What follows belongs to an exercise in optimizing a design on an open flow for small area, a short achievable clock period and few clock cycles; a production flow would make more cautious choices.
Only simulation tests tie the RTL to the original design; equivalence was not proved.

<file path="flow/config.mk">
export PLATFORM = sky130hd
export DESIGN_NAME = Processor
export DESIGN_NICKNAME = Processor
export VERILOG_FILES = /design/flow/design.v
export SDC_FILE = /design/flow/constraint.sdc
export NUM_CORES = 4
export LEC_CHECK = 0
export CAP_MARGIN = 20
export CORE_MARGIN = 2
export CORE_UTILIZATION = 40
export SLEW_MARGIN = 20
</file>
<file path="flow/constraint.sdc">
create_clock -name core_clock -period 125.0 [get_ports {Clock}]
set_input_delay 25.0000 -clock core_clock [delete_from_list [all_inputs] [get_ports {Clock}]]
set_output_delay 25.0000 -clock core_clock [all_outputs]
set_load 0.01 [all_outputs]
</file>
<file path="flow/design.v">
`timescale 1ns / 1ps
module Processor (
    input Clock,
    input Reset,
    input [31:0] Mem_DataIn,
    output [31:0] Mem_Address,
    output Mem_WriteEnable,
    output [31:0] Mem_DataOut
    );
    localparam DIVK = 4;                        
    localparam DIVN = 32 / DIVK;                
    reg  [31:0] mar;         
    reg         we;          
    reg  [31:0] dout;        
    reg         dcyc;        
    reg         ldp;         
    reg  [4:0]  ldrt;        
    reg  [31:0] ir;          
    reg         iv;          
    reg  [11:0] irpc;        
    reg  [30:0] hi;          
    reg         hineg;       
    reg  [31:0] dq;          
    reg  [31:0] dv;          
    reg         dcin;
    reg  [2:0]  dcnt;
    reg         dbusy;
    reg  [31:0] rf [1:31];
    assign Mem_Address     = mar;
    assign Mem_WriteEnable = we;
    assign Mem_DataOut     = dout;
    wire [5:0]  op  = ir[31:26];
    wire [4:0]  rs  = ir[25:21];
    wire [4:0]  rt  = ir[20:16];
    wire [4:0]  rd  = ir[15:11];
    wire [4:0]  sh  = ir[10:6];
    wire [5:0]  fn  = ir[5:0];
    wire [15:0] imm = ir[15:0];
    wire is_mem  = op[5];
    wire is_sw   = op[5] & op[3];
    wire is_lw   = op[5] & ~op[3];
    wire is_mul  = ~op[5] & op[4];
    wire is_imm  = ~op[5] & ~op[4] & op[3];
    wire is_addi = is_imm & ~op[0];
    wire is_lui  = is_imm & op[1] & op[0];
    wire is_ori  = is_imm & ~op[1] & op[0];
    wire is_j0   = ~op[5] & ~op[4] & ~op[3];
    wire is_br   = is_j0 & op[2];
    wire is_jmp  = is_j0 & ~op[2] & op[1];
    wire is_jal  = is_jmp & op[0];
    wire is_r    = is_j0 & ~op[2] & ~op[1];
    wire is_as   = is_r & fn[5];                
    wire is_slt  = is_as & fn[3];
    wire is_sub  = is_as & fn[1];
    wire is_div  = is_r & ~fn[5] & fn[4] & fn[3];
    wire is_mfhi = is_r & ~fn[5] & fn[4] & ~fn[3];
    wire is_jr   = is_r & ~fn[5] & ~fn[4] & fn[3];
    wire is_sll  = is_r & ~fn[5] & ~fn[4] & ~fn[3];
    wire stall = iv & is_r & ~fn[5] & fn[4] & dbusy;    
    wire ex    = iv & ~dcyc & ~stall;
    wire [31:0] A = (rs == 5'd0) ? 32'd0 : rf[rs];
    wire [31:0] B = (rt == 5'd0) ? 32'd0 : rf[rt];
    wire [31:0] simm = {{16{imm[15]}}, imm};
    wire        xzero = is_mfhi | is_div;
    wire [31:0] X = xzero ? 32'd0 : A;
    wire [31:0] Y = is_mfhi ? {1'b0, hi} :
                    is_div  ? A :
                    (is_imm | is_mem) ? simm : B;
    wire        sub = is_sub | (is_mfhi & hineg) | (is_div & A[31]);
    wire [31:0] sum = X + (Y ^ {32{sub}}) + {31'd0, sub};
    wire        lt  = (A[31] ^ B[31]) ? A[31] : sum[31];
    wire [31:0] mb   = is_sll ? (32'd1 << sh) : A;
    wire [31:0] prod = B * mb;
    wire [31:0] lg = is_lui ? {imm, 16'd0} : {A[31:16], A[15:0] | imm};
    wire [31:0] res = (is_mul | is_sll) ? prod :
                      is_imm ? (is_addi ? sum : lg) :
                      is_jal ? {18'd0, irpc, 2'b00} :
                      is_slt ? {31'd0, lt} : sum;
    wire        wr_ex = is_mul | is_imm | is_jal | (is_r & (fn[5] | ~fn[3]));
    wire [4:0]  dest  = (is_r | is_mul) ? rd : is_imm ? rt : 5'd31;
    wire        eq       = (A == B);
    wire        redirect = is_jmp | is_jr | (is_br & (eq ^ op[0]));
    wire [11:0] btarget  = irpc + imm[11:0];
    wire [11:0] target   = is_jmp ? ir[11:0] : is_jr ? A[13:2] : btarget;
    wire [11:0] seq      = mar[13:2] + 12'd1;
    wire        rf_we = dcyc ? ldp : (ex & wr_ex);
    wire [4:0]  rf_wa = dcyc ? ldrt : dest;
    wire [31:0] rf_wd = dcyc ? Mem_DataIn : res;
    integer i;
    always @(posedge Clock) begin
        for (i = 1; i < 32; i = i + 1)
            if (rf_we && rf_wa == i) rf[i] <= rf_wd;
    end
    always @(posedge Clock) begin
        if (Reset) begin
            mar  <= 32'd0;
            we   <= 1'b0;
            dcyc <= 1'b0;
            ldp  <= 1'b0;
            iv   <= 1'b0;
        end else if (dcyc) begin
            mar  <= {18'd0, irpc, 2'b00};
            we   <= 1'b0;
            dcyc <= 1'b0;
            ldp  <= 1'b0;
        end else if (!stall) begin
            ir   <= Mem_DataIn;
            irpc <= seq;
            iv   <= 1'b1;
            if (ex & is_mem) begin
                mar  <= sum;
                we   <= is_sw;
                dcyc <= 1'b1;
                ldp  <= is_lw;
            end else if (ex & redirect) begin
                mar  <= {18'd0, target, 2'b00};
                iv   <= 1'b0;
            end else begin
                mar  <= {18'd0, seq, 2'b00};
            end
        end
    end
    always @(posedge Clock) begin
        dout <= B;
        ldrt <= rt;
    end
    reg [30:0] r_n;
    reg [31:0] q_n;
    reg [32:0] t;
    integer k;
    always @(*) begin
        r_n = hi;
        q_n = dq;
        for (k = 0; k < DIVK; k = k + 1) begin
            t = {1'b0, r_n, q_n[31]} + {1'b1, dv} + {32'd0, dcin};
            r_n = t[32] ? {r_n[29:0], q_n[31]} : t[30:0];
            q_n = {q_n[30:0], 1'b0};
        end
    end
    always @(posedge Clock) begin
        if (Reset) begin
            hi    <= 31'd0;
            hineg <= 1'b0;
            dbusy <= 1'b0;
        end else if (ex & is_div) begin
            hi    <= 31'd0;
            hineg <= A[31];
            dq    <= sum;
            dv    <= B[31] ? B : ~B;
            dcin  <= ~B[31];
            dcnt  <= DIVN - 1;
            dbusy <= 1'b1;
        end else if (dbusy) begin
            hi    <= r_n;
            dq    <= q_n;
            dcnt  <= dcnt - 3'd1;
            if (dcnt == 3'd0) dbusy <= 1'b0;
        end
    end
endmodule
</file>
<file path="flow/run.sh">
#!/bin/bash
# synth_recipe.tcl (not shown) runs the flow's synth.tcl, then flattens the netlist and writes it again
# the make line also repeats each setting of config.mk as NAME=value (left out here)
make -C /OpenROAD-flow-scripts/flow DESIGN_CONFIG=/design/flow/config.mk WORK_HOME=/design/flow/orfs CLKGATE_MAP_FILE= SYNTH_SCRIPT=/design/flow/synth_recipe.tcl finish
</file>
==> summary.txt <==
Synth
  • Top_reg_cell synth: edfxtp_1
  • Sequential fraction of the synthesis area: 0.4283
  • Post-Synth XOR/XNOR Area: 0.03448
  • Async SR Flop Fraction: 0
  • Seq cells post-synth: 1210
  • Top cells by area, synth: edfxtp_1, fa_1, ha_1, and3_1, nand2_1
  • Number of flops mapped to enable cells by yosys: 1104
  • Net count after synthesis: 8784
  • Post-synthesis mux area share: 0.01338
  • Number of synthesis warnings: 34
  • Cells after Synth: 8039
  • Commonest cells in the synthesized netlist: edfxtp_1, nand2_1, inv_1
  • Yosys top cell by area: edfxtp_1
  • Top-count cell post-synth: edfxtp_1
  • Synth Area in Simple Gates: 0.1862
  • Synth Area in Compound Gates: 0.1329
  • Adder-Cell Fraction of Synth Area: 0.1461
  • Post-Syn Area per Cell: between 10 and 15 um^2
  • Cell variety after synth: 119
  • Synthesized area: 0.08237 mm^2
  • Largest family of logic cells by synthesized area: simple AND/OR/NAND/NOR gates
  • Synth top area share: 0.4025

Timing
  • Slew Limit Fails: 0
  • Slew @ Worst Pin: 1299 ps
  • Final worst slack: between 90000 and 100000 ps
  • Hold slack: 464.7 ps
  • Post-route clock period utilization: 0.2170
  • Final setup fails: 0
  • Unrepaired setup endpoints after global routing: false
  • Highest achievable clock rate: ~37 MHz
  • Rel. slew slack: 0.1338
  • Worst Skew: 87.53 ps
  • Hold Fails Final Rpt: 0
  • Post-layout min period: roughly 27000 ps
  • Setup TNS Final: 0 ps

CTS
  • Resized Gates After CTS: 0
  • Cts bufs inserted: 138
  • Worst skew pair latency: between 800 and 900 ps
  • Hold_buf cts: 0
  • Depth of the CTS H-tree: 4
  • Setup Buffers After CTS: 0
  • Sink Count: 1210
  • Root Driver: clkbuf_16
  • CTS Buffer Depth: 3
  • Worst-path clk slew: 70 ps
  • TritonCTS clock tree: done

Min path
  • Cells on Worst Hold Path: 2
  • Worst min path class: reg2reg
  • Hold path endpoint: hineg$_SDFFE_PP0P_
  • Hold path start: hineg$_SDFFE_PP0P_

Finish
  • Share of layout cells above drive strength 1: 0.1003
  • Filler instances: between 15000 and 20000
  • FF/Latch Area: roughly 0.035 mm^2
  • Finished Layout Cells: 10850
  • Multi-input gate area: 0.04332 mm^2
  • # nets final: 8759
  • End-of-flow core utilization: 0.4516
  • Design area: slightly above 0.09 mm^2
  • Layout Area Growth over Synthesis: 12.16%

Die
  • Die Wd: 457.8 um
  • Die ar.: between 0.2 and 0.25 mm^2
  • Core Region: 0.2046 mm^2
  • Die H: 457.8 um
  • Initial Utilization: 0.4026
  • Num rows: 166
  • Io pins: 99

Critical path
  • Cell mode on critical path: buf_4
  • Crit path capture type: flop
  • Crit path largest cell delay: between 800 and 900 ps
  • R2R Setup Slk: roughly 110000 ps
  • CP Max Fanout: 44
  • Worst-case reg-to-reg path depth: 56
  • WP buf/inv: 4
  • Crit path required time: 125450 ps
  • Crit Path Category: in2reg
  • Arr. time, crit path: about 28000 ps
  • RR Startpoint: dv[0]$_DFFE_PP_
  • Slowest-stage cell, CP: clkdlybuf4s50_1
  • Critical Path, Cell by Cell: clkdlybuf4s50_1 > inv_1 > nand2_1 > buf_4 > nor2_4 > buf_4
  • CP Launch Type: input port
  • Reg2Reg Capture Point: hi[17]$_SDFFE_PP0P_
  • Cell family with the largest share of critical-path delay: buffers and inverters

Global routing
  • Via count of the first global-routing pass: 71750
  • GRT Total Usage: 0.3687
  • Grt ovf: 0
  • First-pass GRT wire length: 547.6 mm
  • Largest net degree at the start of global routing: 108
  • Antenna violations before repair: 32

Routing
  • Drt wl/cell: 36.62 um
  • DRT antenna net count: 0
  • Met1 WL: 131.0 mm
  • TritonRoute pass-1 iters: 9
  • Residual DRC: 0
  • Wire length on met3: between 60 and 70 mm
  • Via count: 75320
  • Top Layer Used: met5
  • Met2 wire length: 162.5 mm
  • DRT iter0 DRCs: between 10000 and 15000
  • Post-DR vias/cell: 6.943
  • Final WL: between 300 and 400 mm

Placed design
  • Buffers on Ports: 98
  • Dpl hpwl: between 200 and 250 mm
  • Placer congestion estimate: 0.9923
  • Pre-CTS WS: 97120 ps
  • Cell Count Post-Placement: roughly 11000
  • Placement Cell Area: 0.08744 mm^2

Job
  • Max Cap Viol: 0

Status
  • Outcome: no timing/DRC/antenna violations
cells by family after synthesis:
| logic type | after synthesis |
|---|---|
| xor gates and xnor gates | 314 |
| AOI/OAI and AO/OA | 1536 |
| and+or+nand+nor | 2983 |
| muxes | 100 |
| DFF | 1210 |
| adders and majority gates | 711 |
| other | 1 |
| buffers and inverters | 1184 |
sequential cells by signal, summed over array words and instances (netlist names):
name,flops
rf,992
dout,32
dq,32
dv,32
ir,32
mar,32
hi,31
irpc,12
ldrt,5
dcnt,3
dbusy,1
dcin,1
dcyc,1
hineg,1
iv,1
ldp,1
we,1
cell usage in the layout, fill, tap and decap left out, types with 138 or more instances in the layout:
cell type / count
fa_1: 418
xnor2_1: 193
a21oi_1: 307
o21ai_0: 188
nand2_1: 818
ha_1: 293
nand3_1: 598
a22oi_1: 168
nor2_1: 274
buf_4: 286
edfxtp_1: 1104
nand4_1: 199
and3_1: 519
inv_1: 623
clkbuf_16: 138
a2111oi_0: 154
layout make-up:
cell class / count / share of cell area
sequential: 1210 / 0.3818
timing repair buffer: 394 / 0.03586
multi-input combinational: 5645 / 0.4689
clock buffer: 156 / 0.03827
clock inverter: 99 / 0.01249
tap: 2688 / 0.03641
antenna: 31 / 0.0008397
inverter: 625 / 0.02539
worst reg2reg max path, delay by kind of cell, from the launching register on:
kind	cells	cell delay (ps)
AOI/OAI and AO/OA	36	9230
adders and majority gates	5	1770
and+or+nand+nor	8	2410
muxes	1	400
DFF	1	490
buffers and inverters	6	1210
per-layer routing:
layer | vias up | global-route usage
met3 | 2211 | 0.1555
met5 | - | 0.002526
li1 | 29400 | -
met1 | 36520 | 0.4284
met2 | 7164 | 0.5246
met4 | 24 | 0.3113
worst max path at each step:
stage | start | end | slack, ps | cells past startpoint
after global routing | Reset | ir[14]$_DFFE_PP_ | 97810 | 6
final | Reset | ir[26]$_DFFE_PP_ | 97870 | 6
after global placement | Reset | ir[14]$_DFFE_PP_ | 97110 | 6
after detailed placement | Reset | ir[14]$_DFFE_PP_ | 97120 | 6
after floorplan | Reset | ir[0]$_DFFE_PP_ | 97030 | 5
after CTS | Reset | ir[14]$_DFFE_PP_ | 97980 | 6
Testbench counts, summed over its fixed seeds: cycles 284,973.

separate check: timing with driven ports:
The flow's constraints put no driver on any port. The routed layout listed below was extracted and timed again, unchanged, in two steps. Step 1 (the two cells are an assumption about what drives the block):
set clk [get_ports {Clock}]
set_driving_cell -lib_cell sky130_fd_sc_hd__clkbuf_16 $clk
set_driving_cell -lib_cell sky130_fd_sc_hd__buf_2 [delete_from_list [all_inputs] $clk]
Step 2 times the ports against the registers' clock, not the clock port: input delays grow and output delays shrink by t, the midpoint of the rising clock arrivals with the driver on. Three values: no drivers, after step 1, after step 2; two values: the first two.
t, ns: 0.909
setup WS [ns]: 97.874 / 97.901 / 96.992
worst setup path after step 2: input to register
worst slew at a driven data input, ns: 0.07
After both steps setup and hold are still met in this run. The setup slack of this run moves by +0.027 ns with the drivers and by -0.882 ns with both steps.
